Source: an optimization exercise on an open RTL-to-GDS flow (aim: small area). Production flows keep margins and buffers that such runs may drop.
Only simulation tests tie the RTL to the original design; equivalence was not proved.

==> flow/design.v, too long to show whole: its modules and the start of the top module <==
// module odd_even_sort_stage: 25 lines
// module odd_even_sort: 875 lines
module odd_even_sort #(
    parameter n = 32,
    parameter k = 8
)
(
    input [n * k - 1:0] in,
    input clk, reset,
    output [n * k - 1:0] out
);
  // ...
==> flow/run.sh <==
#!/bin/bash
# synth_recipe.tcl (not shown) runs the flow's synth.tcl, then flattens the netlist and writes it again
# the make line also repeats each setting of config.mk as NAME=value (left out here)
make -C /OpenROAD-flow-scripts/flow DESIGN_CONFIG=/design/flow/config.mk WORK_HOME=/design/flow/orfs CLKGATE_MAP_FILE= SYNTH_SCRIPT=/design/flow/synth_recipe.tcl finish
==> flow/config.mk <==
export PLATFORM = sky130hd
export DESIGN_NAME = odd_even_sort
export DESIGN_NICKNAME = odd_even_sort
export VERILOG_FILES = /design/flow/design.v
export SDC_FILE = /design/flow/constraint.sdc
export NUM_CORES = 4
export LEC_CHECK = 0
export ABC_AREA = 1
export CAP_MARGIN = 20
export CORE_MARGIN = 2
export CORE_UTILIZATION = 60
export CTS_BUF_LIST = sky130_fd_sc_hd__clkbuf_16
export CTS_CLUSTER_DIAMETER = 80
export CTS_CLUSTER_SIZE = 24
export PLACE_DENSITY = 0.72
export SLEW_MARGIN = 20
==> flow/constraint.sdc <==
create_clock -name core_clock -period 5.0 [get_ports {clk}]
set_input_delay 1.0000 -clock core_clock [delete_from_list [all_inputs] [get_ports {clk}]]
set_output_delay 1.0000 -clock core_clock [all_outputs]
set_load 0.01 [all_outputs]
==> reports/results.tsv, run 1 <==
stage	metric	value	unit
floorplan	core	337000	µm²
logic_synthesis	syn-cell-area	204000	µm²
worst_setup_path	cpPeakStageDelay	0.63	ns
grt	grt_pass1_wl	776000	µm
sta	fin_crit_sh	98.5	%
outcome	outcome	complete, no violations	
route	wl_per_cell	19.1	µm
worst_setup_path	worst-path-stages	7	
floorplan	rows	213	
worst_setup_path	path_class	register to output port	
grt	met2_usage	52.3	%
worst_setup_path	crit_buf_inv	1	
worst_setup_path	end_kind	output port	
grt	grt.overflow.total	0	
route	dr_wl_met2	257000	µm
placement	globalplace.congestion	0.999	
worst_setup_path	start_kind	register	
worst_setup_path	cpMostUsedCell	nand2_1	
floorplan	dieArea	344000	µm²
worst_setup_path	crit_fanout	8	
job	drv_cap	0	
worst_setup_path	r2r-start	r5[125]	
sta	relSlewSlack	19.6	%
finish	nClkBuffers	345	
cts	clockRootBuffer	clkbuf_16	
route	wl_met3	26400	µm
grt	grt.met3_usage	3.34	%
logic_synthesis	synth_fp_nets	21819	
logic_synthesis	ys_ff_latch	6915	
worst_setup_path	crit_family	simple AND/OR/NAND/NOR gates	
==> run 2: changes to the inputs <==
--- a/flow/design.v
+++ b/flow/design.v
@@ -52,33 +52,35 @@
     odd_even_sort_stage ce8 (.a(in[128 +: 8]), .b(in[232 +: 8]), .hi(s0[128 +: 8]), .lo(s0[232 +: 8]));
     odd_even_sort_stage ce9 (.a(in[136 +: 8]), .b(in[224 +: 8]), .hi(s0[136 +: 8]), .lo(s0[224 +: 8]));
     odd_even_sort_stage ce10 (.a(in[144 +: 8]), .b(in[248 +: 8]), .hi(s0[144 +: 8]), .lo(s0[248 +: 8]));
     odd_even_sort_stage ce11 (.a(in[152 +: 8]), .b(in[240 +: 8]), .hi(s0[152 +: 8]), .lo(s0[240 +: 8]));
     odd_even_sort_stage ce12 (.a(in[160 +: 8]), .b(in[192 +: 8]), .hi(s0[160 +: 8]), .lo(s0[192 +: 8]));
     odd_even_sort_stage ce13 (.a(in[168 +: 8]), .b(in[176 +: 8]), .hi(s0[168 +: 8]), .lo(s0[176 +: 8]));
     odd_even_sort_stage ce14 (.a(in[184 +: 8]), .b(in[216 +: 8]), .hi(s0[184 +: 8]), .lo(s0[216 +: 8]));
     odd_even_sort_stage ce15 (.a(in[200 +: 8]), .b(in[208 +: 8]), .hi(s0[200 +: 8]), .lo(s0[208 +: 8]));
+    reg [255:0] r0;
+    always @(posedge clk) r0 <= s0;
     wire [255:0] s1;
-    odd_even_sort_stage ce16 (.a(s0[0 +: 8]), .b(s0[40 +: 8]), .hi(s1[0 +: 8]), .lo(s1[40 +: 8]));
-    odd_even_sort_stage ce17 (.a(s0[8 +: 8]), .b(s0[56 +: 8]), .hi(s1[8 +: 8]), .lo(s1[56 +: 8]));
-    odd_even_sort_stage ce18 (.a(s0[16 +: 8]), .b(s0[72 +: 8]), .hi(s1[16 +: 8]), .lo(s1[72 +: 8]));
-    odd_even_sort_stage ce19 (.a(s0[24 +: 8]), .b(s0[32 +: 8]), .hi(s1[24 +: 8]), .lo(s1[32 +: 8]));
-    odd_even_sort_stage ce20 (.a(s0[48 +: 8]), .b(s0[104 +: 8]), .hi(s1[48 +: 8]), .lo(s1[104 +: 8]));
-    odd_even_sort_stage ce21 (.a(s0[64 +: 8]), .b(s0[112 +: 8]), .hi(s1[64 +: 8]), .lo(s1[112 +: 8]));
-    odd_even_sort_stage ce22 (.a(s0[80 +: 8]), .b(s0[120 +: 8]), .hi(s1[80 +: 8]), .lo(s1[120 +: 8]));
-    odd_even_sort_stage ce23 (.a(s0[88 +: 8]), .b(s0[96 +: 8]), .hi(s1[88 +: 8]), .lo(s1[96 +: 8]));
-    odd_even_sort_stage ce24 (.a(s0[128 +: 8]), .b(s0[168 +: 8]), .hi(s1[128 +: 8]), .lo(s1[168 +: 8]));
-    odd_even_sort_stage ce25 (.a(s0[136 +: 8]), .b(s0[184 +: 8]), .hi(s1[136 +: 8]), .lo(s1[184 +: 8]));
-    odd_even_sort_stage ce26 (.a(s0[144 +: 8]), .b(s0[200 +: 8]), .hi(s1[144 +: 8]), .lo(s1[200 +: 8]));
-    odd_even_sort_stage ce27 (.a(s0[152 +: 8]), .b(s0[160 +: 8]), .hi(s1[152 +: 8]), .lo(s1[160 +: 8]));
-    odd_even_sort_stage ce28 (.a(s0[176 +: 8]), .b(s0[232 +: 8]), .hi(s1[176 +: 8]), .lo(s1[232 +: 8]));
-    odd_even_sort_stage ce29 (.a(s0[192 +: 8]), .b(s0[240 +: 8]), .hi(s1[192 +: 8]), .lo(s1[240 +: 8]));
-    odd_even_sort_stage ce30 (.a(s0[208 +: 8]), .b(s0[248 +: 8]), .hi(s1[208 +: 8]), .lo(s1[248 +: 8]));
-    odd_even_sort_stage ce31 (.a(s0[216 +: 8]), .b(s0[224 +: 8]), .hi(s1[216 +: 8]), .lo(s1[224 +: 8]));
+    odd_even_sort_stage ce16 (.a(r0[0 +: 8]), .b(r0[40 +: 8]), .hi(s1[0 +: 8]), .lo(s1[40 +: 8]));
+    odd_even_sort_stage ce17 (.a(r0[8 +: 8]), .b(r0[56 +: 8]), .hi(s1[8 +: 8]), .lo(s1[56 +: 8]));
+    odd_even_sort_stage ce18 (.a(r0[16 +: 8]), .b(r0[72 +: 8]), .hi(s1[16 +: 8]), .lo(s1[72 +: 8]));
+    odd_even_sort_stage ce19 (.a(r0[24 +: 8]), .b(r0[32 +: 8]), .hi(s1[24 +: 8]), .lo(s1[32 +: 8]));
+    odd_even_sort_stage ce20 (.a(r0[48 +: 8]), .b(r0[104 +: 8]), .hi(s1[48 +: 8]), .lo(s1[104 +: 8]));
+    odd_even_sort_stage ce21 (.a(r0[64 +: 8]), .b(r0[112 +: 8]), .hi(s1[64 +: 8]), .lo(s1[112 +: 8]));
+    odd_even_sort_stage ce22 (.a(r0[80 +: 8]), .b(r0[120 +: 8]), .hi(s1[80 +: 8]), .lo(s1[120 +: 8]));
+    odd_even_sort_stage ce23 (.a(r0[88 +: 8]), .b(r0[96 +: 8]), .hi(s1[88 +: 8]), .lo(s1[96 +: 8]));
+    odd_even_sort_stage ce24 (.a(r0[128 +: 8]), .b(r0[168 +: 8]), .hi(s1[128 +: 8]), .lo(s1[168 +: 8]));
+    odd_even_sort_stage ce25 (.a(r0[136 +: 8]), .b(r0[184 +: 8]), .hi(s1[136 +: 8]), .lo(s1[184 +: 8]));
+    odd_even_sort_stage ce26 (.a(r0[144 +: 8]), .b(r0[200 +: 8]), .hi(s1[144 +: 8]), .lo(s1[200 +: 8]));
+    odd_even_sort_stage ce27 (.a(r0[152 +: 8]), .b(r0[160 +: 8]), .hi(s1[152 +: 8]), .lo(s1[160 +: 8]));
+    odd_even_sort_stage ce28 (.a(r0[176 +: 8]), .b(r0[232 +: 8]), .hi(s1[176 +: 8]), .lo(s1[232 +: 8]));
+    odd_even_sort_stage ce29 (.a(r0[192 +: 8]), .b(r0[240 +: 8]), .hi(s1[192 +: 8]), .lo(s1[240 +: 8]));
+    odd_even_sort_stage ce30 (.a(r0[208 +: 8]), .b(r0[248 +: 8]), .hi(s1[208 +: 8]), .lo(s1[248 +: 8]));
+    odd_even_sort_stage ce31 (.a(r0[216 +: 8]), .b(r0[224 +: 8]), .hi(s1[216 +: 8]), .lo(s1[224 +: 8]));
     wire [255:0] s2;
     odd_even_sort_stage ce32 (.a(s1[0 +: 8]), .b(s1[8 +: 8]), .hi(s2[0 +: 8]), .lo(s2[8 +: 8]));
     odd_even_sort_stage ce33 (.a(s1[16 +: 8]), .b(s1[24 +: 8]), .hi(s2[16 +: 8]), .lo(s2[24 +: 8]));
     odd_even_sort_stage ce34 (.a(s1[32 +: 8]), .b(s1[40 +: 8]), .hi(s2[32 +: 8]), .lo(s2[40 +: 8]));
     odd_even_sort_stage ce35 (.a(s1[48 +: 8]), .b(s1[64 +: 8]), .hi(s2[48 +: 8]), .lo(s2[64 +: 8]));
     odd_even_sort_stage ce36 (.a(s1[56 +: 8]), .b(s1[72 +: 8]), .hi(s2[56 +: 8]), .lo(s2[72 +: 8]));
     odd_even_sort_stage ce37 (.a(s1[80 +: 8]), .b(s1[88 +: 8]), .hi(s2[80 +: 8]), .lo(s2[88 +: 8]));
     odd_even_sort_stage ce38 (.a(s1[96 +: 8]), .b(s1[104 +: 8]), .hi(s2[96 +: 8]), .lo(s2[104 +: 8]));
@@ -86,35 +88,35 @@
     odd_even_sort_stage ce40 (.a(s1[128 +: 8]), .b(s1[136 +: 8]), .hi(s2[128 +: 8]), .lo(s2[136 +: 8]));
     odd_even_sort_stage ce41 (.a(s1[144 +: 8]), .b(s1[152 +: 8]), .hi(s2[144 +: 8]), .lo(s2[152 +: 8]));
     odd_even_sort_stage ce42 (.a(s1[160 +: 8]), .b(s1[168 +: 8]), .hi(s2[160 +: 8]), .lo(s2[168 +: 8]));
     odd_even_sort_stage ce43 (.a(s1[176 +: 8]), .b(s1[192 +: 8]), .hi(s2[176 +: 8]), .lo(s2[192 +: 8]));
     odd_even_sort_stage ce44 (.a(s1[184 +: 8]), .b(s1[200 +: 8]), .hi(s2[184 +: 8]), .lo(s2[200 +: 8]));
     odd_even_sort_stage ce45 (.a(s1[208 +: 8]), .b(s1[216 +: 8]), .hi(s2[208 +: 8]), .lo(s2[216 +: 8]));
     odd_even_sort_stage ce46 (.a(s1[224 +: 8]), .b(s1[232 +: 8]), .hi(s2[224 +: 8]), .lo(s2[232 +: 8]));
     odd_even_sort_stage ce47 (.a(s1[240 +: 8]), .b(s1[248 +: 8]), .hi(s2[240 +: 8]), .lo(s2[248 +: 8]));
-    reg [255:0] r0;
-    always @(posedge clk) r0 <= s2;
+    reg [255:0] r1;
+    always @(posedge clk) r1 <= s2;
     wire [255:0] s3;
-    odd_even_sort_stage ce48 (.a(r0[0 +: 8]), .b(r0[16 +: 8]), .hi(s3[0 +: 8]), .lo(s3[16 +: 8]));
-    odd_even_sort_stage ce49 (.a(r0[8 +: 8]), .b(r0[24 +: 8]), .hi(s3[8 +: 8]), .lo(s3[24 +: 8]));
-    odd_even_sort_stage ce50 (.a(r0[32 +: 8]), .b(r0[80 +: 8]), .hi(s3[32 +: 8]), .lo(s3[80 +: 8]));
-    odd_even_sort_stage ce51 (.a(r0[40 +: 8]), .b(r0[88 +: 8]), .hi(s3[40 +: 8]), .lo(s3[88 +: 8]));
-    odd_even_sort_stage ce52 (.a(r0[48 +: 8]), .b(r0[56 +: 8]), .hi(s3[48 +: 8]), .lo(s3[56 +: 8]));
-    odd_even_sort_stage ce53 (.a(r0[64 +: 8]), .b(r0[72 +: 8]), .hi(s3[64 +: 8]), .lo(s3[72 +: 8]));
-    odd_even_sort_stage ce54 (.a(r0[96 +: 8]), .b(r0[112 +: 8]), .hi(s3[96 +: 8]), .lo(s3[112 +: 8]));
-    odd_even_sort_stage ce55 (.a(r0[104 +: 8]), .b(r0[120 +: 8]), .hi(s3[104 +: 8]), .lo(s3[120 +: 8]));
-    odd_even_sort_stage ce56 (.a(r0[128 +: 8]), .b(r0[144 +: 8]), .hi(s3[128 +: 8]), .lo(s3[144 +: 8]));
-    odd_even_sort_stage ce57 (.a(r0[136 +: 8]), .b(r0[152 +: 8]), .hi(s3[136 +: 8]), .lo(s3[152 +: 8]));
-    odd_even_sort_stage ce58 (.a(r0[160 +: 8]), .b(r0[208 +: 8]), .hi(s3[160 +: 8]), .lo(s3[208 +: 8]));
-    odd_even_sort_stage ce59 (.a(r0[168 +: 8]), .b(r0[216 +: 8]), .hi(s3[168 +: 8]), .lo(s3[216 +: 8]));
-    odd_even_sort_stage ce60 (.a(r0[176 +: 8]), .b(r0[184 +: 8]), .hi(s3[176 +: 8]), .lo(s3[184 +: 8]));
-    odd_even_sort_stage ce61 (.a(r0[192 +: 8]), .b(r0[200 +: 8]), .hi(s3[192 +: 8]), .lo(s3[200 +: 8]));
-    odd_even_sort_stage ce62 (.a(r0[224 +: 8]), .b(r0[240 +: 8]), .hi(s3[224 +: 8]), .lo(s3[240 +: 8]));
-    odd_even_sort_stage ce63 (.a(r0[232 +: 8]), .b(r0[248 +: 8]), .hi(s3[232 +: 8]), .lo(s3[248 +: 8]));
+    odd_even_sort_stage ce48 (.a(r1[0 +: 8]), .b(r1[16 +: 8]), .hi(s3[0 +: 8]), .lo(s3[16 +: 8]));
+    odd_even_sort_stage ce49 (.a(r1[8 +: 8]), .b(r1[24 +: 8]), .hi(s3[8 +: 8]), .lo(s3[24 +: 8]));
+    odd_even_sort_stage ce50 (.a(r1[32 +: 8]), .b(r1[80 +: 8]), .hi(s3[32 +: 8]), .lo(s3[80 +: 8]));
+    odd_even_sort_stage ce51 (.a(r1[40 +: 8]), .b(r1[88 +: 8]), .hi(s3[40 +: 8]), .lo(s3[88 +: 8]));
+    odd_even_sort_stage ce52 (.a(r1[48 +: 8]), .b(r1[56 +: 8]), .hi(s3[48 +: 8]), .lo(s3[56 +: 8]));
+    odd_even_sort_stage ce53 (.a(r1[64 +: 8]), .b(r1[72 +: 8]), .hi(s3[64 +: 8]), .lo(s3[72 +: 8]));
+    odd_even_sort_stage ce54 (.a(r1[96 +: 8]), .b(r1[112 +: 8]), .hi(s3[96 +: 8]), .lo(s3[112 +: 8]));
+    odd_even_sort_stage ce55 (.a(r1[104 +: 8]), .b(r1[120 +: 8]), .hi(s3[104 +: 8]), .lo(s3[120 +: 8]));
+    odd_even_sort_stage ce56 (.a(r1[128 +: 8]), .b(r1[144 +: 8]), .hi(s3[128 +: 8]), .lo(s3[144 +: 8]));
+    odd_even_sort_stage ce57 (.a(r1[136 +: 8]), .b(r1[152 +: 8]), .hi(s3[136 +: 8]), .lo(s3[152 +: 8]));
+    odd_even_sort_stage ce58 (.a(r1[160 +: 8]), .b(r1[208 +: 8]), .hi(s3[160 +: 8]), .lo(s3[208 +: 8]));
+    odd_even_sort_stage ce59 (.a(r1[168 +: 8]), .b(r1[216 +: 8]), .hi(s3[168 +: 8]), .lo(s3[216 +: 8]));
+    odd_even_sort_stage ce60 (.a(r1[176 +: 8]), .b(r1[184 +: 8]), .hi(s3[176 +: 8]), .lo(s3[184 +: 8]));
+    odd_even_sort_stage ce61 (.a(r1[192 +: 8]), .b(r1[200 +: 8]), .hi(s3[192 +: 8]), .lo(s3[200 +: 8]));
+    odd_even_sort_stage ce62 (.a(r1[224 +: 8]), .b(r1[240 +: 8]), .hi(s3[224 +: 8]), .lo(s3[240 +: 8]));
+    odd_even_sort_stage ce63 (.a(r1[232 +: 8]), .b(r1[248 +: 8]), .hi(s3[232 +: 8]), .lo(s3[248 +: 8]));
     wire [255:0] s4;
     odd_even_sort_stage ce64 (.a(s3[8 +: 8]), .b(s3[16 +: 8]), .hi(s4[8 +: 8]), .lo(s4[16 +: 8]));
     odd_even_sort_stage ce65 (.a(s3[24 +: 8]), .b(s3[96 +: 8]), .hi(s4[24 +: 8]), .lo(s4[96 +: 8]));
     odd_even_sort_stage ce66 (.a(s3[32 +: 8]), .b(s3[48 +: 8]), .hi(s4[32 +: 8]), .lo(s4[48 +: 8]));
     odd_even_sort_stage ce67 (.a(s3[40 +: 8]), .b(s3[56 +: 8]), .hi(s4[40 +: 8]), .lo(s4[56 +: 8]));
     odd_even_sort_stage ce68 (.a(s3[64 +: 8]), .b(s3[80 +: 8]), .hi(s4[64 +: 8]), .lo(s4[80 +: 8]));
     odd_even_sort_stage ce69 (.a(s3[72 +: 8]), .b(s3[88 +: 8]), .hi(s4[72 +: 8]), .lo(s4[88 +: 8]));
     odd_even_sort_stage ce70 (.a(s3[104 +: 8]), .b(s3[112 +: 8]), .hi(s4[104 +: 8]), .lo(s4[112 +: 8]));
@@ -122,39 +124,39 @@
     odd_even_sort_stage ce72 (.a(s3[152 +: 8]), .b(s3[224 +: 8]), .hi(s4[152 +: 8]), .lo(s4[224 +: 8]));
     odd_even_sort_stage ce73 (.a(s3[160 +: 8]), .b(s3[176 +: 8]), .hi(s4[160 +: 8]), .lo(s4[176 +: 8]));
     odd_even_sort_stage ce74 (.a(s3[168 +: 8]), .b(s3[184 +: 8]), .hi(s4[168 +: 8]), .lo(s4[184 +: 8]));
     odd_even_sort_stage ce75 (.a(s3[192 +: 8]), .b(s3[208 +: 8]), .hi(s4[192 +: 8]), .lo(s4[208 +: 8]));
     odd_even_sort_stage ce76 (.a(s3[200 +: 8]), .b(s3[216 +: 8]), .hi(s4[200 +: 8]), .lo(s4[216 +: 8]));
     odd_even_sort_stage ce77 (.a(s3[232 +: 8]), .b(s3[240 +: 8]), .hi(s4[232 +: 8]), .lo(s4[240 +: 8]));
     odd_even_sort_stage ce78 (.a(s3[0 +: 8]), .b(s3[128 +: 8]), .hi(s4[0 +: 8]), .lo(s4[128 +: 8]));
     odd_even_sort_stage ce79 (.a(s3[120 +: 8]), .b(s3[248 +: 8]), .hi(s4[120 +: 8]), .lo(s4[248 +: 8]));
-    reg [255:0] r1;
-    always @(posedge clk) r1 <= s4;
+    reg [255:0] r2;
+    always @(posedge clk) r2 <= s4;
     wire [255:0] s5;
-    odd_even_sort_stage ce80 (.a(r1[8 +: 8]), .b(r1[32 +: 8]), .hi(s5[8 +: 8]), .lo(s5[32 +: 8]));
-    odd_even_sort_stage ce81 (.a(r1[16 +: 8]), .b(r1[48 +: 8]), .hi(s5[16 +: 8]), .lo(s5[48 +: 8]));
-    odd_even_sort_stage ce82 (.a(r1[40 +: 8]), .b(r1[64 +: 8]), .hi(s5[40 +: 8]), .lo(s5[64 +: 8]));
-    odd_even_sort_stage ce83 (.a(r1[56 +: 8]), .b(r1[80 +: 8]), .hi(s5[56 +: 8]), .lo(s5[80 +: 8]));
-    odd_even_sort_stage ce84 (.a(r1[72 +: 8]), .b(r1[104 +: 8]), .hi(s5[72 +: 8]), .lo(s5[104 +: 8]));
-    odd_even_sort_stage ce85 (.a(r1[88 +: 8]), .b(r1[112 +: 8]), .hi(s5[88 +: 8]), .lo(s5[112 +: 8]));
-    odd_even_sort_stage ce86 (.a(r1[136 +: 8]), .b(r1[160 +: 8]), .hi(s5[136 +: 8]), .lo(s5[160 +: 8]));
-    odd_even_sort_stage ce87 (.a(r1[144 +: 8]), .b(r1[176 +: 8]), .hi(s5[144 +: 8]), .lo(s5[176 +: 8]));
-    odd_even_sort_stage ce88 (.a(r1[168 +: 8]), .b(r1[192 +: 8]), .hi(s5[168 +: 8]), .lo(s5[192 +: 8]));
-    odd_even_sort_stage ce89 (.a(r1[184 +: 8]), .b(r1[208 +: 8]), .hi(s5[184 +: 8]), .lo(s5[208 +: 8]));
-    odd_even_sort_stage ce90 (.a(r1[200 +: 8]), .b(r1[232 +: 8]), .hi(s5[200 +: 8]), .lo(s5[232 +: 8]));
-    odd_even_sort_stage ce91 (.a(r1[216 +: 8]), .b(r1[240 +: 8]), .hi(s5[216 +: 8]), .lo(s5[240 +: 8]));
-    assign s5[0 +: 8] = r1[0 +: 8];
-    assign s5[24 +: 8] = r1[24 +: 8];
-    assign s5[96 +: 8] = r1[96 +: 8];
-    assign s5[120 +: 8] = r1[120 +: 8];
-    assign s5[128 +: 8] = r1[128 +: 8];
-    assign s5[152 +: 8] = r1[152 +: 8];
-    assign s5[224 +: 8] = r1[224 +: 8];
-    assign s5[248 +: 8] = r1[248 +: 8];
+    odd_even_sort_stage ce80 (.a(r2[8 +: 8]), .b(r2[32 +: 8]), .hi(s5[8 +: 8]), .lo(s5[32 +: 8]));
+    odd_even_sort_stage ce81 (.a(r2[16 +: 8]), .b(r2[48 +: 8]), .hi(s5[16 +: 8]), .lo(s5[48 +: 8]));
+    odd_even_sort_stage ce82 (.a(r2[40 +: 8]), .b(r2[64 +: 8]), .hi(s5[40 +: 8]), .lo(s5[64 +: 8]));
+    odd_even_sort_stage ce83 (.a(r2[56 +: 8]), .b(r2[80 +: 8]), .hi(s5[56 +: 8]), .lo(s5[80 +: 8]));
+    odd_even_sort_stage ce84 (.a(r2[72 +: 8]), .b(r2[104 +: 8]), .hi(s5[72 +: 8]), .lo(s5[104 +: 8]));
+    odd_even_sort_stage ce85 (.a(r2[88 +: 8]), .b(r2[112 +: 8]), .hi(s5[88 +: 8]), .lo(s5[112 +: 8]));
+    odd_even_sort_stage ce86 (.a(r2[136 +: 8]), .b(r2[160 +: 8]), .hi(s5[136 +: 8]), .lo(s5[160 +: 8]));
+    odd_even_sort_stage ce87 (.a(r2[144 +: 8]), .b(r2[176 +: 8]), .hi(s5[144 +: 8]), .lo(s5[176 +: 8]));
+    odd_even_sort_stage ce88 (.a(r2[168 +: 8]), .b(r2[192 +: 8]), .hi(s5[168 +: 8]), .lo(s5[192 +: 8]));
+    odd_even_sort_stage ce89 (.a(r2[184 +: 8]), .b(r2[208 +: 8]), .hi(s5[184 +: 8]), .lo(s5[208 +: 8]));
+    odd_even_sort_stage ce90 (.a(r2[200 +: 8]), .b(r2[232 +: 8]), .hi(s5[200 +: 8]), .lo(s5[232 +: 8]));
+    odd_even_sort_stage ce91 (.a(r2[216 +: 8]), .b(r2[240 +: 8]), .hi(s5[216 +: 8]), .lo(s5[240 +: 8]));
+    assign s5[0 +: 8] = r2[0 +: 8];
+    assign s5[24 +: 8] = r2[24 +: 8];
+    assign s5[96 +: 8] = r2[96 +: 8];
+    assign s5[120 +: 8] = r2[120 +: 8];
+    assign s5[128 +: 8] = r2[128 +: 8];
+    assign s5[152 +: 8] = r2[152 +: 8];
+    assign s5[224 +: 8] = r2[224 +: 8];
+    assign s5[248 +: 8] = r2[248 +: 8];
     wire [255:0] s6;
     odd_even_sort_stage ce92 (.a(s5[16 +: 8]), .b(s5[32 +: 8]), .hi(s6[16 +: 8]), .lo(s6[32 +: 8]));
     odd_even_sort_stage ce93 (.a(s5[24 +: 8]), .b(s5[48 +: 8]), .hi(s6[24 +: 8]), .lo(s6[48 +: 8]));
     odd_even_sort_stage ce94 (.a(s5[72 +: 8]), .b(s5[96 +: 8]), .hi(s6[72 +: 8]), .lo(s6[96 +: 8]));
     odd_even_sort_stage ce95 (.a(s5[88 +: 8]), .b(s5[104 +: 8]), .hi(s6[88 +: 8]), .lo(s6[104 +: 8]));
     odd_even_sort_stage ce96 (.a(s5[144 +: 8]), .b(s5[160 +: 8]), .hi(s6[144 +: 8]), .lo(s6[160 +: 8]));
     odd_even_sort_stage ce97 (.a(s5[152 +: 8]), .b(s5[176 +: 8]), .hi(s6[152 +: 8]), .lo(s6[176 +: 8]));
     odd_even_sort_stage ce98 (.a(s5[200 +: 8]), .b(s5[224 +: 8]), .hi(s6[200 +: 8]), .lo(s6[224 +: 8]));
@@ -168,41 +170,41 @@
     assign s6[80 +: 8] = s5[80 +: 8];
     assign s6[120 +: 8] = s5[120 +: 8];
     assign s6[128 +: 8] = s5[128 +: 8];
     assign s6[168 +: 8] = s5[168 +: 8];
     assign s6[184 +: 8] = s5[184 +: 8];
     assign s6[192 +: 8] = s5[192 +: 8];
     assign s6[208 +: 8] = s5[208 +: 8];
     assign s6[248 +: 8] = s5[248 +: 8];
-    reg [255:0] r2;
-    always @(posedge clk) r2 <= s6;
+    reg [255:0] r3;
+    always @(posedge clk) r3 <= s6;
     wire [255:0] s7;
-    odd_even_sort_stage ce102 (.a(r2[24 +: 8]), .b(r2[40 +: 8]), .hi(s7[24 +: 8]), .lo(s7[40 +: 8]));
-    odd_even_sort_stage ce103 (.a(r2[48 +: 8]), .b(r2[64 +: 8]), .hi(s7[48 +: 8]), .lo(s7[64 +: 8]));
-    odd_even_sort_stage ce104 (.a(r2[56 +: 8]), .b(r2[72 +: 8]), .hi(s7[56 +: 8]), .lo(s7[72 +: 8]));
-    odd_even_sort_stage ce105 (.a(r2[80 +: 8]), .b(r2[96 +: 8]), .hi(s7[80 +: 8]), .lo(s7[96 +: 8]));
-    odd_even_sort_stage ce106 (.a(r2[152 +: 8]), .b(r2[168 +: 8]), .hi(s7[152 +: 8]), .lo(s7[168 +: 8]));
-    odd_even_sort_stage ce107 (.a(r2[176 +: 8]), .b(r2[192 +: 8]), .hi(s7[176 +: 8]), .lo(s7[192 +: 8]));
-    odd_even_sort_stage ce108 (.a(r2[184 +: 8]), .b(r2[200 +: 8]), .hi(s7[184 +: 8]), .lo(s7[200 +: 8]));
-    odd_even_sort_stage ce109 (.a(r2[208 +: 8]), .b(r2[224 +: 8]), .hi(s7[208 +: 8]), .lo(s7[224 +: 8]));
-    odd_even_sort_stage ce110 (.a(r2[16 +: 8]), .b(r2[144 +: 8]), .hi(s7[16 +: 8]), .lo(s7[144 +: 8]));
-    odd_even_sort_stage ce111 (.a(r2[104 +: 8]), .b(r2[232 +: 8]), .hi(s7[104 +: 8]), .lo(s7[232 +: 8]));
-    assign s7[0 +: 8] = r2[0 +: 8];
-    assign s7[8 +: 8] = r2[8 +: 8];
-    assign s7[32 +: 8] = r2[32 +: 8];
-    assign s7[88 +: 8] = r2[88 +: 8];
-    assign s7[112 +: 8] = r2[112 +: 8];
-    assign s7[120 +: 8] = r2[120 +: 8];
-    assign s7[128 +: 8] = r2[128 +: 8];
-    assign s7[136 +: 8] = r2[136 +: 8];
-    assign s7[160 +: 8] = r2[160 +: 8];
-    assign s7[216 +: 8] = r2[216 +: 8];
-    assign s7[240 +: 8] = r2[240 +: 8];
-    assign s7[248 +: 8] = r2[248 +: 8];
+    odd_even_sort_stage ce102 (.a(r3[24 +: 8]), .b(r3[40 +: 8]), .hi(s7[24 +: 8]), .lo(s7[40 +: 8]));
+    odd_even_sort_stage ce103 (.a(r3[48 +: 8]), .b(r3[64 +: 8]), .hi(s7[48 +: 8]), .lo(s7[64 +: 8]));
+    odd_even_sort_stage ce104 (.a(r3[56 +: 8]), .b(r3[72 +: 8]), .hi(s7[56 +: 8]), .lo(s7[72 +: 8]));
+    odd_even_sort_stage ce105 (.a(r3[80 +: 8]), .b(r3[96 +: 8]), .hi(s7[80 +: 8]), .lo(s7[96 +: 8]));
+    odd_even_sort_stage ce106 (.a(r3[152 +: 8]), .b(r3[168 +: 8]), .hi(s7[152 +: 8]), .lo(s7[168 +: 8]));
+    odd_even_sort_stage ce107 (.a(r3[176 +: 8]), .b(r3[192 +: 8]), .hi(s7[176 +: 8]), .lo(s7[192 +: 8]));
+    odd_even_sort_stage ce108 (.a(r3[184 +: 8]), .b(r3[200 +: 8]), .hi(s7[184 +: 8]), .lo(s7[200 +: 8]));
+    odd_even_sort_stage ce109 (.a(r3[208 +: 8]), .b(r3[224 +: 8]), .hi(s7[208 +: 8]), .lo(s7[224 +: 8]));
+    odd_even_sort_stage ce110 (.a(r3[16 +: 8]), .b(r3[144 +: 8]), .hi(s7[16 +: 8]), .lo(s7[144 +: 8]));
+    odd_even_sort_stage ce111 (.a(r3[104 +: 8]), .b(r3[232 +: 8]), .hi(s7[104 +: 8]), .lo(s7[232 +: 8]));
+    assign s7[0 +: 8] = r3[0 +: 8];
+    assign s7[8 +: 8] = r3[8 +: 8];
+    assign s7[32 +: 8] = r3[32 +: 8];
+    assign s7[88 +: 8] = r3[88 +: 8];
+    assign s7[112 +: 8] = r3[112 +: 8];
+    assign s7[120 +: 8] = r3[120 +: 8];
+    assign s7[128 +: 8] = r3[128 +: 8];
+    assign s7[136 +: 8] = r3[136 +: 8];
+    assign s7[160 +: 8] = r3[160 +: 8];
+    assign s7[216 +: 8] = r3[216 +: 8];
+    assign s7[240 +: 8] = r3[240 +: 8];
+    assign s7[248 +: 8] = r3[248 +: 8];
     wire [255:0] s8;
     odd_even_sort_stage ce112 (.a(s7[24 +: 8]), .b(s7[32 +: 8]), .hi(s8[24 +: 8]), .lo(s8[32 +: 8]));
     odd_even_sort_stage ce113 (.a(s7[40 +: 8]), .b(s7[48 +: 8]), .hi(s8[40 +: 8]), .lo(s8[48 +: 8]));
     odd_even_sort_stage ce114 (.a(s7[56 +: 8]), .b(s7[64 +: 8]), .hi(s8[56 +: 8]), .lo(s8[64 +: 8]));
     odd_even_sort_stage ce115 (.a(s7[72 +: 8]), .b(s7[80 +: 8]), .hi(s8[72 +: 8]), .lo(s8[80 +: 8]));
     odd_even_sort_stage ce116 (.a(s7[88 +: 8]), .b(s7[96 +: 8]), .hi(s8[88 +: 8]), .lo(s8[96 +: 8]));
     odd_even_sort_stage ce117 (.a(s7[152 +: 8]), .b(s7[160 +: 8]), .hi(s8[152 +: 8]), .lo(s8[160 +: 8]));
     odd_even_sort_stage ce118 (.a(s7[168 +: 8]), .b(s7[176 +: 8]), .hi(s8[168 +: 8]), .lo(s8[176 +: 8]));
@@ -216,41 +218,41 @@
     assign s8[112 +: 8] = s7[112 +: 8];
     assign s8[120 +: 8] = s7[120 +: 8];
     assign s8[128 +: 8] = s7[128 +: 8];
     assign s8[136 +: 8] = s7[136 +: 8];
     assign s8[144 +: 8] = s7[144 +: 8];
     assign s8[232 +: 8] = s7[232 +: 8];
     assign s8[240 +: 8] = s7[240 +: 8];
     assign s8[248 +: 8] = s7[248 +: 8];
-    reg [255:0] r3;
-    always @(posedge clk) r3 <= s8;
+    reg [255:0] r4;
+    always @(posedge clk) r4 <= s8;
     wire [255:0] s9;
-    odd_even_sort_stage ce122 (.a(r3[48 +: 8]), .b(r3[56 +: 8]), .hi(s9[48 +: 8]), .lo(s9[56 +: 8]));
-    odd_even_sort_stage ce123 (.a(r3[64 +: 8]), .b(r3[72 +: 8]), .hi(s9[64 +: 8]), .lo(s9[72 +: 8]));
-    odd_even_sort_stage ce124 (.a(r3[176 +: 8]), .b(r3[184 +: 8]), .hi(s9[176 +: 8]), .lo(s9[184 +: 8]));
-    odd_even_sort_stage ce125 (.a(r3[192 +: 8]), .b(r3[200 +: 8]), .hi(s9[192 +: 8]), .lo(s9[200 +: 8]));
-    odd_even_sort_stage ce126 (.a(r3[24 +: 8]), .b(r3[152 +: 8]), .hi(s9[24 +: 8]), .lo(s9[152 +: 8]));
-    odd_even_sort_stage ce127 (.a(r3[32 +: 8]), .b(r3[160 +: 8]), .hi(s9[32 +: 8]), .lo(s9[160 +: 8]));
-    odd_even_sort_stage ce128 (.a(r3[40 +: 8]), .b(r3[168 +: 8]), .hi(s9[40 +: 8]), .lo(s9[168 +: 8]));
-    odd_even_sort_stage ce129 (.a(r3[80 +: 8]), .b(r3[208 +: 8]), .hi(s9[80 +: 8]), .lo(s9[208 +: 8]));
-    odd_even_sort_stage ce130 (.a(r3[88 +: 8]), .b(r3[216 +: 8]), .hi(s9[88 +: 8]), .lo(s9[216 +: 8]));
-    odd_even_sort_stage ce131 (.a(r3[96 +: 8]), .b(r3[224 +: 8]), .hi(s9[96 +: 8]), .lo(s9[224 +: 8]));
-    assign s9[0 +: 8] = r3[0 +: 8];
-    assign s9[8 +: 8] = r3[8 +: 8];
-    assign s9[16 +: 8] = r3[16 +: 8];
-    assign s9[104 +: 8] = r3[104 +: 8];
-    assign s9[112 +: 8] = r3[112 +: 8];
-    assign s9[120 +: 8] = r3[120 +: 8];
-    assign s9[128 +: 8] = r3[128 +: 8];
-    assign s9[136 +: 8] = r3[136 +: 8];
-    assign s9[144 +: 8] = r3[144 +: 8];
-    assign s9[232 +: 8] = r3[232 +: 8];
-    assign s9[240 +: 8] = r3[240 +: 8];
-    assign s9[248 +: 8] = r3[248 +: 8];
+    odd_even_sort_stage ce122 (.a(r4[48 +: 8]), .b(r4[56 +: 8]), .hi(s9[48 +: 8]), .lo(s9[56 +: 8]));
+    odd_even_sort_stage ce123 (.a(r4[64 +: 8]), .b(r4[72 +: 8]), .hi(s9[64 +: 8]), .lo(s9[72 +: 8]));
+    odd_even_sort_stage ce124 (.a(r4[176 +: 8]), .b(r4[184 +: 8]), .hi(s9[176 +: 8]), .lo(s9[184 +: 8]));
+    odd_even_sort_stage ce125 (.a(r4[192 +: 8]), .b(r4[200 +: 8]), .hi(s9[192 +: 8]), .lo(s9[200 +: 8]));
+    odd_even_sort_stage ce126 (.a(r4[24 +: 8]), .b(r4[152 +: 8]), .hi(s9[24 +: 8]), .lo(s9[152 +: 8]));
+    odd_even_sort_stage ce127 (.a(r4[32 +: 8]), .b(r4[160 +: 8]), .hi(s9[32 +: 8]), .lo(s9[160 +: 8]));
+    odd_even_sort_stage ce128 (.a(r4[40 +: 8]), .b(r4[168 +: 8]), .hi(s9[40 +: 8]), .lo(s9[168 +: 8]));
+    odd_even_sort_stage ce129 (.a(r4[80 +: 8]), .b(r4[208 +: 8]), .hi(s9[80 +: 8]), .lo(s9[208 +: 8]));
+    odd_even_sort_stage ce130 (.a(r4[88 +: 8]), .b(r4[216 +: 8]), .hi(s9[88 +: 8]), .lo(s9[216 +: 8]));
+    odd_even_sort_stage ce131 (.a(r4[96 +: 8]), .b(r4[224 +: 8]), .hi(s9[96 +: 8]), .lo(s9[224 +: 8]));
+    assign s9[0 +: 8] = r4[0 +: 8];
+    assign s9[8 +: 8] = r4[8 +: 8];
+    assign s9[16 +: 8] = r4[16 +: 8];
+    assign s9[104 +: 8] = r4[104 +: 8];
+    assign s9[112 +: 8] = r4[112 +: 8];
+    assign s9[120 +: 8] = r4[120 +: 8];
+    assign s9[128 +: 8] = r4[128 +: 8];
+    assign s9[136 +: 8] = r4[136 +: 8];
+    assign s9[144 +: 8] = r4[144 +: 8];
+    assign s9[232 +: 8] = r4[232 +: 8];
+    assign s9[240 +: 8] = r4[240 +: 8];
+    assign s9[248 +: 8] = r4[248 +: 8];
     wire [255:0] s10;
     odd_even_sort_stage ce132 (.a(s9[48 +: 8]), .b(s9[176 +: 8]), .hi(s10[48 +: 8]), .lo(s10[176 +: 8]));
     odd_even_sort_stage ce133 (.a(s9[56 +: 8]), .b(s9[184 +: 8]), .hi(s10[56 +: 8]), .lo(s10[184 +: 8]));
     odd_even_sort_stage ce134 (.a(s9[64 +: 8]), .b(s9[192 +: 8]), .hi(s10[64 +: 8]), .lo(s10[192 +: 8]));
     odd_even_sort_stage ce135 (.a(s9[72 +: 8]), .b(s9[200 +: 8]), .hi(s10[72 +: 8]), .lo(s10[200 +: 8]));
     odd_even_sort_stage ce136 (.a(s9[80 +: 8]), .b(s9[144 +: 8]), .hi(s10[80 +: 8]), .lo(s10[144 +: 8]));
     odd_even_sort_stage ce137 (.a(s9[88 +: 8]), .b(s9[152 +: 8]), .hi(s10[88 +: 8]), .lo(s10[152 +: 8]));
     odd_even_sort_stage ce138 (.a(s9[96 +: 8]), .b(s9[160 +: 8]), .hi(s10[96 +: 8]), .lo(s10[160 +: 8]));
@@ -266,43 +268,43 @@
     assign s10[128 +: 8] = s9[128 +: 8];
     assign s10[136 +: 8] = s9[136 +: 8];
     assign s10[208 +: 8] = s9[208 +: 8];
     assign s10[216 +: 8] = s9[216 +: 8];
     assign s10[224 +: 8] = s9[224 +: 8];
     assign s10[232 +: 8] = s9[232 +: 8];
     assign s10[240 +: 8] = s9[240 +: 8];
     assign s10[248 +: 8] = s9[248 +: 8];
-    reg [255:0] r4;
-    always @(posedge clk) r4 <= s10;
+    reg [255:0] r5;
+    always @(posedge clk) r5 <= s10;
     wire [255:0] s11;
-    odd_even_sort_stage ce140 (.a(r4[64 +: 8]), .b(r4[128 +: 8]), .hi(s11[64 +: 8]), .lo(s11[128 +: 8]));
-    odd_even_sort_stage ce141 (.a(r4[72 +: 8]), .b(r4[136 +: 8]), .hi(s11[72 +: 8]), .lo(s11[136 +: 8]));
-    odd_even_sort_stage ce142 (.a(r4[112 +: 8]), .b(r4[176 +: 8]), .hi(s11[112 +: 8]), .lo(s11[176 +: 8]));
-    odd_even_sort_stage ce143 (.a(r4[120 +: 8]), .b(r4[184 +: 8]), .hi(s11[120 +: 8]), .lo(s11[184 +: 8]));
-    odd_even_sort_stage ce144 (.a(r4[48 +: 8]), .b(r4[80 +: 8]), .hi(s11[48 +: 8]), .lo(s11[80 +: 8]));
-    odd_even_sort_stage ce145 (.a(r4[56 +: 8]), .b(r4[88 +: 8]), .hi(s11[56 +: 8]), .lo(s11[88 +: 8]));
-    odd_even_sort_stage ce146 (.a(r4[160 +: 8]), .b(r4[192 +: 8]), .hi(s11[160 +: 8]), .lo(s11[192 +: 8]));
-    odd_even_sort_stage ce147 (.a(r4[168 +: 8]), .b(r4[200 +: 8]), .hi(s11[168 +: 8]), .lo(s11[200 +: 8]));
-    assign s11[0 +: 8] = r4[0 +: 8];
-    assign s11[8 +: 8] = r4[8 +: 8];
-    assign s11[16 +: 8] = r4[16 +: 8];
-    assign s11[24 +: 8] = r4[24 +: 8];
-    assign s11[32 +: 8] = r4[32 +: 8];
-    assign s11[40 +: 8] = r4[40 +: 8];
-    assign s11[96 +: 8] = r4[96 +: 8];
-    assign s11[104 +: 8] = r4[104 +: 8];
-    assign s11[144 +: 8] = r4[144 +: 8];
-    assign s11[152 +: 8] = r4[152 +: 8];
-    assign s11[208 +: 8] = r4[208 +: 8];
-    assign s11[216 +: 8] = r4[216 +: 8];
-    assign s11[224 +: 8] = r4[224 +: 8];
-    assign s11[232 +: 8] = r4[232 +: 8];
-    assign s11[240 +: 8] = r4[240 +: 8];
-    assign s11[248 +: 8] = r4[248 +: 8];
+    odd_even_sort_stage ce140 (.a(r5[64 +: 8]), .b(r5[128 +: 8]), .hi(s11[64 +: 8]), .lo(s11[128 +: 8]));
+    odd_even_sort_stage ce141 (.a(r5[72 +: 8]), .b(r5[136 +: 8]), .hi(s11[72 +: 8]), .lo(s11[136 +: 8]));
+    odd_even_sort_stage ce142 (.a(r5[112 +: 8]), .b(r5[176 +: 8]), .hi(s11[112 +: 8]), .lo(s11[176 +: 8]));
+    odd_even_sort_stage ce143 (.a(r5[120 +: 8]), .b(r5[184 +: 8]), .hi(s11[120 +: 8]), .lo(s11[184 +: 8]));
+    odd_even_sort_stage ce144 (.a(r5[48 +: 8]), .b(r5[80 +: 8]), .hi(s11[48 +: 8]), .lo(s11[80 +: 8]));
+    odd_even_sort_stage ce145 (.a(r5[56 +: 8]), .b(r5[88 +: 8]), .hi(s11[56 +: 8]), .lo(s11[88 +: 8]));
+    odd_even_sort_stage ce146 (.a(r5[160 +: 8]), .b(r5[192 +: 8]), .hi(s11[160 +: 8]), .lo(s11[192 +: 8]));
+    odd_even_sort_stage ce147 (.a(r5[168 +: 8]), .b(r5[200 +: 8]), .hi(s11[168 +: 8]), .lo(s11[200 +: 8]));
+    assign s11[0 +: 8] = r5[0 +: 8];
+    assign s11[8 +: 8] = r5[8 +: 8];
+    assign s11[16 +: 8] = r5[16 +: 8];
+    assign s11[24 +: 8] = r5[24 +: 8];
+    assign s11[32 +: 8] = r5[32 +: 8];
+    assign s11[40 +: 8] = r5[40 +: 8];
+    assign s11[96 +: 8] = r5[96 +: 8];
+    assign s11[104 +: 8] = r5[104 +: 8];
+    assign s11[144 +: 8] = r5[144 +: 8];
+    assign s11[152 +: 8] = r5[152 +: 8];
+    assign s11[208 +: 8] = r5[208 +: 8];
+    assign s11[216 +: 8] = r5[216 +: 8];
+    assign s11[224 +: 8] = r5[224 +: 8];
+    assign s11[232 +: 8] = r5[232 +: 8];
+    assign s11[240 +: 8] = r5[240 +: 8];
+    assign s11[248 +: 8] = r5[248 +: 8];
     wire [255:0] s12;
     odd_even_sort_stage ce148 (.a(s11[32 +: 8]), .b(s11[64 +: 8]), .hi(s12[32 +: 8]), .lo(s12[64 +: 8]));
     odd_even_sort_stage ce149 (.a(s11[40 +: 8]), .b(s11[72 +: 8]), .hi(s12[40 +: 8]), .lo(s12[72 +: 8]));
     odd_even_sort_stage ce150 (.a(s11[96 +: 8]), .b(s11[128 +: 8]), .hi(s12[96 +: 8]), .lo(s12[128 +: 8]));
     odd_even_sort_stage ce151 (.a(s11[104 +: 8]), .b(s11[136 +: 8]), .hi(s12[104 +: 8]), .lo(s12[136 +: 8]));
     odd_even_sort_stage ce152 (.a(s11[112 +: 8]), .b(s11[144 +: 8]), .hi(s12[112 +: 8]), .lo(s12[144 +: 8]));
     odd_even_sort_stage ce153 (.a(s11[120 +: 8]), .b(s11[152 +: 8]), .hi(s12[120 +: 8]), .lo(s12[152 +: 8]));
     odd_even_sort_stage ce154 (.a(s11[176 +: 8]), .b(s11[208 +: 8]), .hi(s12[176 +: 8]), .lo(s12[208 +: 8]));
@@ -318,37 +320,37 @@
     assign s12[160 +: 8] = s11[160 +: 8];
     assign s12[168 +: 8] = s11[168 +: 8];
     assign s12[192 +: 8] = s11[192 +: 8];
     assign s12[200 +: 8] = s11[200 +: 8];
     assign s12[224 +: 8] = s11[224 +: 8];
     assign s12[232 +: 8] = s11[232 +: 8];
     assign s12[240 +: 8] = s11[240 +: 8];
     assign s12[248 +: 8] = s11[248 +: 8];
-    reg [255:0] r5;
-    always @(posedge clk) r5 <= s12;
+    reg [255:0] r6;
+    always @(posedge clk) r6 <= s12;
     wire [255:0] s13;
-    odd_even_sort_stage ce156 (.a(r5[16 +: 8]), .b(r5[32 +: 8]), .hi(s13[16 +: 8]), .lo(s13[32 +: 8]));
-    odd_even_sort_stage ce157 (.a(r5[24 +: 8]), .b(r5[40 +: 8]), .hi(s13[24 +: 8]), .lo(s13[40 +: 8]));
-    odd_even_sort_stage ce158 (.a(r5[48 +: 8]), .b(r5[64 +: 8]), .hi(s13[48 +: 8]), .lo(s13[64 +: 8]));
-    odd_even_sort_stage ce159 (.a(r5[56 +: 8]), .b(r5[72 +: 8]), .hi(s13[56 +: 8]), .lo(s13[72 +: 8]));
-    odd_even_sort_stage ce160 (.a(r5[80 +: 8]), .b(r5[96 +: 8]), .hi(s13[80 +: 8]), .lo(s13[96 +: 8]));
-    odd_even_sort_stage ce161 (.a(r5[88 +: 8]), .b(r5[104 +: 8]), .hi(s13[88 +: 8]), .lo(s13[104 +: 8]));
-    odd_even_sort_stage ce162 (.a(r5[112 +: 8]), .b(r5[128 +: 8]), .hi(s13[112 +: 8]), .lo(s13[128 +: 8]));
-    odd_even_sort_stage ce163 (.a(r5[120 +: 8]), .b(r5[136 +: 8]), .hi(s13[120 +: 8]), .lo(s13[136 +: 8]));
-    odd_even_sort_stage ce164 (.a(r5[144 +: 8]), .b(r5[160 +: 8]), .hi(s13[144 +: 8]), .lo(s13[160 +: 8]));
-    odd_even_sort_stage ce165 (.a(r5[152 +: 8]), .b(r5[168 +: 8]), .hi(s13[152 +: 8]), .lo(s13[168 +: 8]));
-    odd_even_sort_stage ce166 (.a(r5[176 +: 8]), .b(r5[192 +: 8]), .hi(s13[176 +: 8]), .lo(s13[192 +: 8]));
-    odd_even_sort_stage ce167 (.a(r5[184 +: 8]), .b(r5[200 +: 8]), .hi(s13[184 +: 8]), .lo(s13[200 +: 8]));
-    odd_even_sort_stage ce168 (.a(r5[208 +: 8]), .b(r5[224 +: 8]), .hi(s13[208 +: 8]), .lo(s13[224 +: 8]));
-    odd_even_sort_stage ce169 (.a(r5[216 +: 8]), .b(r5[232 +: 8]), .hi(s13[216 +: 8]), .lo(s13[232 +: 8]));
-    assign s13[0 +: 8] = r5[0 +: 8];
-    assign s13[8 +: 8] = r5[8 +: 8];
-    assign s13[240 +: 8] = r5[240 +: 8];
-    assign s13[248 +: 8] = r5[248 +: 8];
+    odd_even_sort_stage ce156 (.a(r6[16 +: 8]), .b(r6[32 +: 8]), .hi(s13[16 +: 8]), .lo(s13[32 +: 8]));
+    odd_even_sort_stage ce157 (.a(r6[24 +: 8]), .b(r6[40 +: 8]), .hi(s13[24 +: 8]), .lo(s13[40 +: 8]));
+    odd_even_sort_stage ce158 (.a(r6[48 +: 8]), .b(r6[64 +: 8]), .hi(s13[48 +: 8]), .lo(s13[64 +: 8]));
+    odd_even_sort_stage ce159 (.a(r6[56 +: 8]), .b(r6[72 +: 8]), .hi(s13[56 +: 8]), .lo(s13[72 +: 8]));
+    odd_even_sort_stage ce160 (.a(r6[80 +: 8]), .b(r6[96 +: 8]), .hi(s13[80 +: 8]), .lo(s13[96 +: 8]));
+    odd_even_sort_stage ce161 (.a(r6[88 +: 8]), .b(r6[104 +: 8]), .hi(s13[88 +: 8]), .lo(s13[104 +: 8]));
+    odd_even_sort_stage ce162 (.a(r6[112 +: 8]), .b(r6[128 +: 8]), .hi(s13[112 +: 8]), .lo(s13[128 +: 8]));
+    odd_even_sort_stage ce163 (.a(r6[120 +: 8]), .b(r6[136 +: 8]), .hi(s13[120 +: 8]), .lo(s13[136 +: 8]));
+    odd_even_sort_stage ce164 (.a(r6[144 +: 8]), .b(r6[160 +: 8]), .hi(s13[144 +: 8]), .lo(s13[160 +: 8]));
+    odd_even_sort_stage ce165 (.a(r6[152 +: 8]), .b(r6[168 +: 8]), .hi(s13[152 +: 8]), .lo(s13[168 +: 8]));
+    odd_even_sort_stage ce166 (.a(r6[176 +: 8]), .b(r6[192 +: 8]), .hi(s13[176 +: 8]), .lo(s13[192 +: 8]));
+    odd_even_sort_stage ce167 (.a(r6[184 +: 8]), .b(r6[200 +: 8]), .hi(s13[184 +: 8]), .lo(s13[200 +: 8]));
+    odd_even_sort_stage ce168 (.a(r6[208 +: 8]), .b(r6[224 +: 8]), .hi(s13[208 +: 8]), .lo(s13[224 +: 8]));
+    odd_even_sort_stage ce169 (.a(r6[216 +: 8]), .b(r6[232 +: 8]), .hi(s13[216 +: 8]), .lo(s13[232 +: 8]));
+    assign s13[0 +: 8] = r6[0 +: 8];
+    assign s13[8 +: 8] = r6[8 +: 8];
+    assign s13[240 +: 8] = r6[240 +: 8];
+    assign s13[248 +: 8] = r6[248 +: 8];
     wire [255:0] s14;
     odd_even_sort_stage ce170 (.a(s13[8 +: 8]), .b(s13[16 +: 8]), .hi(s14[8 +: 8]), .lo(s14[16 +: 8]));
     odd_even_sort_stage ce171 (.a(s13[24 +: 8]), .b(s13[32 +: 8]), .hi(s14[24 +: 8]), .lo(s14[32 +: 8]));
     odd_even_sort_stage ce172 (.a(s13[40 +: 8]), .b(s13[48 +: 8]), .hi(s14[40 +: 8]), .lo(s14[48 +: 8]));
     odd_even_sort_stage ce173 (.a(s13[56 +: 8]), .b(s13[64 +: 8]), .hi(s14[56 +: 8]), .lo(s14[64 +: 8]));
     odd_even_sort_stage ce174 (.a(s13[72 +: 8]), .b(s13[80 +: 8]), .hi(s14[72 +: 8]), .lo(s14[80 +: 8]));
     odd_even_sort_stage ce175 (.a(s13[88 +: 8]), .b(s13[96 +: 8]), .hi(s14[88 +: 8]), .lo(s14[96 +: 8]));
     odd_even_sort_stage ce176 (.a(s13[104 +: 8]), .b(s13[112 +: 8]), .hi(s14[104 +: 8]), .lo(s14[112 +: 8]));
@@ -671,20 +673,18 @@
     wire [4:0] c7;
     assign c7[4] = t7[15];
     assign c7[3] = t7[{c7[4], 4'b0111}];
     assign c7[2] = t7[{c7[4:3], 3'b011}];
     assign c7[1] = t7[{c7[4:2], 2'b01}];
     assign c7[0] = t7[{c7[4:1], 1'b0}];
     assign enc[190 +: 5] = c7;
     assign enc[195 +: 3] = s14[253 +: 3];
-    reg [197:0] r6;
-    always @(posedge clk) r6 <= enc;
     reg [197:0] r7;
-    always @(posedge clk) r7 <= r6;
+    always @(posedge clk) r7 <= enc;
     reg [197:0] r8;
     always @(posedge clk) r8 <= r7;
     reg [197:0] r9;
     always @(posedge clk) r9 <= r8;
     reg [197:0] r10;
     always @(posedge clk) r10 <= r9;
     reg [197:0] r11;
     always @(posedge clk) r11 <= r10;
==> run 2 against run 1 <==
Against the previous run:
- now fails the layout checks on setup timing
- synthesized cell count fell by 3.3%
- global-route usage increased by 1.0 points
- count of clock-buffer cells in the layout is 6 higher
- fmax fell by 1.9%
- first-iteration DRC count shrank 10%
- die area down 1.1%
- largest cell class unchanged
==> reports/results.tsv, run 2 <==
stage	metric	value	unit	change
placement	dpl.hpwl	390000	µm	
logic_synthesis	yosys_warnings	1		
sta	worst_slack	-0.0158	ns	
route	first_pass_iters	10		
worst_setup_path	critical_path_required	4.00	ns	
logic_synthesis	yosys.area.top_type_share	69.0	%	
logic_synthesis	syn-instance-count	20848		
cts	clkSinkCount	6973		
cts	clockRootBuffer	clkbuf_16		
finish	syn2layout_area_growth	10.8	%	
logic_synthesis	yosys.area.top_type	dfxtp_1		
logic_synthesis	synth_seq_area_share	69.4	%	
sta	setup_tns	-0.0158	ns	
finish	design_area	223000	µm²	
floorplan	core	334000	µm²	-1.0%
grt	grt_pass1_wl	780000	µm	+0.44%
logic_synthesis	syn-cell-area	201000	µm²	-1.1%
worst_hold_path	worstHoldPathType	register to register		
sta	worstMarginPinSlew	1.23	ns	
grt	met2_usage	54.9	%	+2.7 points
finish	num-fill-cells	24890		
worst_setup_path	reg2reg_depth	33		
grt	grt.met3_usage	3.23	%	-0.12 points
sta	rsz0062_at_grt	false		
sta	fmaxAchievable	199	MHz	
grt	use_met1	34.5	%	
placement	io_buffers	513		
logic_synthesis	synthTopCellsByCount	dfxtp_1 (6940), nand2_1 (4208), inv_1 (2615), o21ai_0 (2579), nor2_1 (1444)		
floorplan	die_w	583	µm	
grt	antenna_found_initial	28		
logic_synthesis	synth-adder-area-share	0.0696	%	
grt	gr-usage-all-layers	30.3	%	
cts	clock_path_buffers	4		
logic_synthesis	synth.area.top_cells	dfxtp_1 (69%), nand2_1 (7.8%), o21ai_0 (6.4%)		
worst_setup_path	end_kind	output port		
cts	cts_buffers	343		
route	drt_iter0_markers	10721		
worst_setup_path	path_class	register to output port		
logic_synthesis	synth_flop_cell	dfxtp_1		
placement	globalplace.congestion	0.994		-0.48%
grt	grt.overflow.total	0		unchanged
sta	setup_violations	1		
logic_synthesis	async_reset_ff_share	0.473	%	
sta	finalHoldViolCount	0		
finish	fin_nets	21902		
worst_setup_path	rrSetupSlack	0.35	ns	
cts	clock_latency	0.99	ns	
route	wl_per_cell	20.3	µm	+5.8%
worst_hold_path	hold_depth	0		
grt	top_usage_layer	met2		
worst_setup_path	cpPeakStageDelay	0.74	ns	+0.11 ns
floorplan	rows	212		-0.47%
finish	final_common_cell	dfxtp_1		
floorplan	die_h	583	µm	
route	routed_wl	529000	µm	
logic_synthesis	synthMuxAreaShare	0.00497	%	
sta	hold_ws	0.258	ns	
sta	final.min_clock_period	5.02	ns	
cts	cts_tree	yes		
grt	grt_max_degree	127		
logic_synthesis	yosysUniqueCellTypes	74		
logic_synthesis	synth_top_family_by_area	simple AND/OR/NAND/NOR gates		
logic_synthesis	synth_xor_area_share	0	%	
cts	postCtsSetupRepairBufs	0		
floorplan	start_util	60.4	%	
route	drc	0		
placement	dp_slack	0.429	ns	
worst_setup_path	crit_slowest_cell	nor2_1		
logic_synthesis	yosysMostFrequentCell	dfxtp_1		
cts	htreeDepth	5		
sta	relSlewSlack	16.9	%	-2.8 points
worst_setup_path	crit_chain	nor2_1, inv_1, nor2_1, o21ai_0, a21oi_1, clkdlybuf4s50_1		
outcome	outcome	failed layout checks		
logic_synthesis	synth-simple-area-share	12.7	%	
worst_setup_path	start_kind	register		
route	via_per_inst	5.14		
cts	cts.hold.buffers_added	0		
worst_setup_path	crit_fanout	8		unchanged
sta	final_max_slew_viol_count	0		
logic_synthesis	avgSynthCellArea	9.66	µm²	
route	detail-route-antenna-nets	0		
finish	drive_above_1_share	4.67	%	
outcome	violations	setup timing		
floorplan	dieArea	340000	µm²	-1.1%
sta	fin_crit_sh	100	%	+1.9 points
grt	first_global_vias	129127		
job	drv_cap	0		unchanged
worst_setup_path	critPathArrivalTime	4.02	ns	
floorplan	io_pins	514		
cts	clkTransAtPathRegs	0.09	ns	
sta	skew	0.0792	ns	
worst_setup_path	cpMostUsedCell	nor2_1		
logic_synthesis	ys_ff_latch	6973		+0.84%
logic_synthesis	synth_edf_count	0		
placement	placed_cell_area	213000	µm²	
finish	final_cell_mix	dfxtp_1 (6940), nand2_1 (4206), inv_1 (2629)		
logic_synthesis	synth_compound_area_share	12.0	%	
logic_synthesis	synth_fp_nets	21106		-3.3%
route	vias	134284		
run 2: metrics by stage:
stage	cells	util, %
floorplan	20848	-
global placement	25685	63.9
detailed placement	25686	63.9
CTS	26117	66.9
global route	26126	66.9
finish	26137	66.9
run 2: worst max-delay path, delay by kind of cell (launching register included):
kind                   cells  cell delay [ns]
AOI/OAI and AO/OA          2             0.76
buffers and inverters      2             0.86
DFF                        1             0.47
and+or+nand+nor            2             0.94
run 2: metal layers:
layer	vias up	part of all wire, %
met5	-	0.0021
met4	2	6.9
met3	1179	4.4
met2	4018	50
met1	61434	39
li1	67651	-
run 2: timing repair:
| item | CTS | global route |
|---|---|---|
| resized for setup | 0 | 8 |
| endpoints found under the hold margin | 0 | 0 |
| endpoints found under the setup margin | 0 | 5 |
run 2: area by class of cell:
class,count,area [µm²],share of cell area [%]
Multi-Input combinational cell,10758,49900,22.3
Tap cell,4387,5490,2.46
Clock inverter,80,1100,0.492
Antenna cell,20,50.0,0.0224
Inverter,2659,9980,4.47
Timing Repair Buffer,909,8160,3.65
Clock buffer,351,8780,3.94
Sequential cell,6973,140000,62.6
run 2: logic make-up after synthesis:
family	after synthesis
AND/OR/NAND/NOR	6414
other	1
multiplexers	1
adder cells (fa/ha/maj)	14
AO/OA/AOI/OAI	4328
flip-flops	6973
buffers and inverters	3117
run 2: final timing paths:
check / start / endpoint
setup reg to reg: r6[193] / r7[165]
setup / recovery: r32[178] / out[14]
max in group asynchronous: reset / valid[7]
hold / removal: r7[197] / r8[197]
hold reg to reg: r7[197] / r8[197]
min in group asynchronous: reset / valid[28]
==> run 3: changes to the inputs <==
==> flow/flow/run.sh (new file) <==
#!/bin/bash
# The standard layout, with plain buf_1 cells (instead of the default delay
# buffers) as the port buffers that buffer_ports puts on every input and output.
set -euo pipefail
export BUFFER_PORTS_ARGS="-buffer_cell sky130_fd_sc_hd__buf_1"
bash standard.sh > standard.log 2>&1
==> flow/standard.sh (new file) <==
#!/bin/bash
# synth_recipe.tcl (not shown) runs the flow's synth.tcl, then flattens the netlist and writes it again
# the make line also repeats each setting of config.mk as NAME=value (left out here)
make -C /OpenROAD-flow-scripts/flow DESIGN_CONFIG=/design/flow/config.mk WORK_HOME=/design/flow/orfs CLKGATE_MAP_FILE= SYNTH_SCRIPT=/design/flow/synth_recipe.tcl "${@:-finish}"
--- a/flow/config.mk
+++ b/flow/config.mk
@@ -8,9 +8,9 @@
 export ABC_AREA = 1
 export CAP_MARGIN = 20
 export CORE_MARGIN = 2
-export CORE_UTILIZATION = 60
+export CORE_UTILIZATION = 50
 export CTS_BUF_LIST = sky130_fd_sc_hd__clkbuf_16
 export CTS_CLUSTER_DIAMETER = 80
 export CTS_CLUSTER_SIZE = 24
-export PLACE_DENSITY = 0.72
+export PLACE_DENSITY = 0.65
 export SLEW_MARGIN = 20
removed: flow/run.sh
==> run 3 against run 2 <==
Against the previous run:
- the run now finishes clean
- wire length shrank 12%
- non-clock buffer count grew 19
- count of clock-buffer cells in the layout is the same
- sequential share of layout area grew 0.43 points
- clock skew is essentially flat
- die area grew 20%
- first-iteration DRC count shrank 18%
- critical path type unchanged
- critical endpoint is now out[165]
==> reports/results.tsv, run 3 <==
stage	metric	value	unit	change
outcome	outcome	complete, no violations		
sta	rsz0062_at_grt	false		
placement	globalplace.congestion	0.975		-1.9%
grt	first_global_vias	116861		-9.5%
route	detail-route-antenna-nets	0		unchanged
finish	final_common_cell	dfxtp_1		
worst_setup_path	crit_fanout	10		+2
grt	antenna_found_initial	22		-21%
sta	setup_violations	0		-1
route	vias	129024		-3.9%
logic_synthesis	yosysUniqueCellTypes	74		unchanged
sta	fmaxAchievable	210	MHz	+5.4%
route	routed_wl	466000	µm	-12%
logic_synthesis	syn-instance-count	20848		unchanged
worst_setup_path	path_class	register to output port		
logic_synthesis	avgSynthCellArea	9.66	µm²	unchanged
logic_synthesis	synth_edf_count	0		unchanged
worst_setup_path	crit_family	compound AO/OA/AOI/OAI gates		
worst_setup_path	crit_buf_inv	2		unchanged
floorplan	die_h	639	µm	+9.5%
sta	worst_slack	0.242	ns	+0.258 ns
cts	cts_buffers	351		+2.3%
floorplan	start_util	50.1	%	-10 points
worst_hold_path	worstHoldPathType	primary input to async pin		
sta	final.min_clock_period	4.76	ns	-0.258 ns
floorplan	dieArea	408000	µm²	+20%
placement	dp_slack	0.430	ns	+0.000639 ns
finish	final_cell_mix	dfxtp_1 (6940), nand2_1 (4207), inv_1 (2626)		
cts	cts_tree	yes		
logic_synthesis	yosys.area.top_type_share	69.0	%	unchanged
cts	postCtsSetupRepairBufs	0		unchanged
route	wl_per_cell	17.2	µm	-15%
grt	gr-usage-all-layers	22.2	%	-8.1 points
worst_setup_path	start_kind	register		
worst_setup_path	rrSetupSlack	0.52	ns	+0.17 ns
logic_synthesis	syn-cell-area	201000	µm²	unchanged
worst_setup_path	end_kind	output port		
route	drc	0		unchanged
floorplan	rows	233		+9.9%
floorplan	die_w	639	µm	+9.5%
sta	relSlewSlack	19.3	%	+2.5 points
logic_synthesis	synth.area.top_cells	dfxtp_1 (69%), nand2_1 (7.8%), o21ai_0 (6.4%)		
cts	clock_latency	1.00	ns	about the same
finish	final_core_util	55.1	%	-12 points
cts	clkTransAtPathRegs	0.09	ns	about the same
worst_setup_path	crit_chain	clkinv_1, nor2_1, o21ai_0, a211o_1, a311oi_1, buf_1		
cts	clkSinkCount	6973		unchanged
finish	syn2layout_area_growth	10.1	%	
logic_synthesis	yosys_warnings	1		unchanged
route	via_per_inst	4.77		-7.2%
cts	htreeDepth	5		unchanged
logic_synthesis	synth_flop_cell	dfxtp_1		
sta	skew	0.0792	ns	+0.00000320 ns
grt	grt_max_degree	129		+1.6%
placement	dpl.hpwl	369000	µm	-5.5%
worst_setup_path	r2r-start	r6[213]		
worst_setup_path	reg2reg_depth	30		-9.1%
route	first_pass_iters	6		-4
grt	grt_pass1_wl	694000	µm	-11%
floorplan	io_pins	514		unchanged
worst_setup_path	cpPeakStageDelay	0.66	ns	-0.08 ns
worst_setup_path	critPathArrivalTime	3.76	ns	-0.26 ns
[run 3: cells by family after synthesis]
group / share of synthesized area (%)
flops: 69.4
compound gates: 12.0
mux: 0.00497
other cells: 0.00186
fa+ha+maj: 0.0696
simple gates: 12.7
buf+inv: 5.88
[run 3: repair_timing]
item | CTS | global route
setup endpoints to repair | 0 | 6
resized for setup | 0 | 7
hold endpoints to repair | 0 | 0
[run 3: worst reg2reg max path, delay by kind of cell, from the launching register on]
| kind | cells | cell delay [ns] |
|---|---|---|
| compound gates | 4 | 0.96 |
| buf+inv | 5 | 0.66 |
| flops | 1 | 0.34 |
| simple gates | 21 | 2.39 |
[run 3: per-layer routing]
metal / share of wire, % / track usage (%)
met1: 42 / 26.9
met3: 4.0 / 2.47
met2: 48 / 39.3
met5: 0.0073 / 0
met4: 5.7 / 11.0
[run 3: how the worst max path moves through the flow]
| stage | from | endpoint | slack, ns | depth (start not counted) |
|---|---|---|---|---|
| after floorplan | r6[127] | r7[190] | 1.69 | 34 |
| after global placement | r6[213] | r7[190] | 0.45 | 30 |
| after detailed placement | r6[213] | r7[190] | 0.43 | 30 |
| after CTS | r32[179] | out[213] | 0.25 | 7 |
| after global routing | r6[93] | r7[160] | 0.02 | 29 |
| final | r32[169] | out[165] | 0.24 | 6 |
[run 3: layout make-up]
cell class	instances	area (µm²)
Fill cell	35441	180000
Sequential cell	6973	140000
Multi-Input combinational cell	10758	49900
Inverter	2659	9980
Clock buffer	351	8780
Tap cell	5287	6620
Timing Repair Buffer	928	5100
Clock inverter	100	1540
Antenna cell	6	15.0
[run 3: per-stage QoR]
stage / hold WS [ns] / area, µm² / std cells
4_1_cts: 0.0665 / 222000 / 27056
3_3_place_gp: 0.310 / 211000 / 26605
6_report: 0.134 / 222000 / 27062
2_1_floorplan: 0.310 / 201000 / 20848
3_5_place_dp: 0.312 / 211000 / 26605
5_1_grt: 0.121 / 222000 / 27060

==> separate check: timing with driven ports <==
The flow's constraints put no driver on any port. The routed layouts listed below were extracted and timed again, unchanged, in two steps. Step 1 sets driving cells, clkbuf_16 on the clock port and buf_2 on the other inputs (assumed; they add their load-dependent delay and slew). Step 2 times the ports against the registers' clock, not the clock port: input delays grow and output delays shrink by t, the midpoint of the rising clock arrivals with the driver on. a / b / c = no drivers / after step 1 / after step 2; a / b = the first two.
| run | t, ns | setup WS [ns] | worst register clock-pin slew, ns |
|---|---|---|---|
| run 1 | 1.053 | 0.077 / -0.037 / -0.203 | 0.12 / 0.12 |
| run 2 | 1.073 | -0.016 / -0.141 / 0.354 | 0.10 / 0.10 |
| run 3 | 1.076 | 0.242 / 0.121 / 0.520 | 0.10 / 0.10 |
With both steps, setup timing fails in run 1, where it was met with ideal ports. For run 1, which loses most, drivers alone change the setup slack by -0.114 ns; drivers and shift together by -0.280 ns.
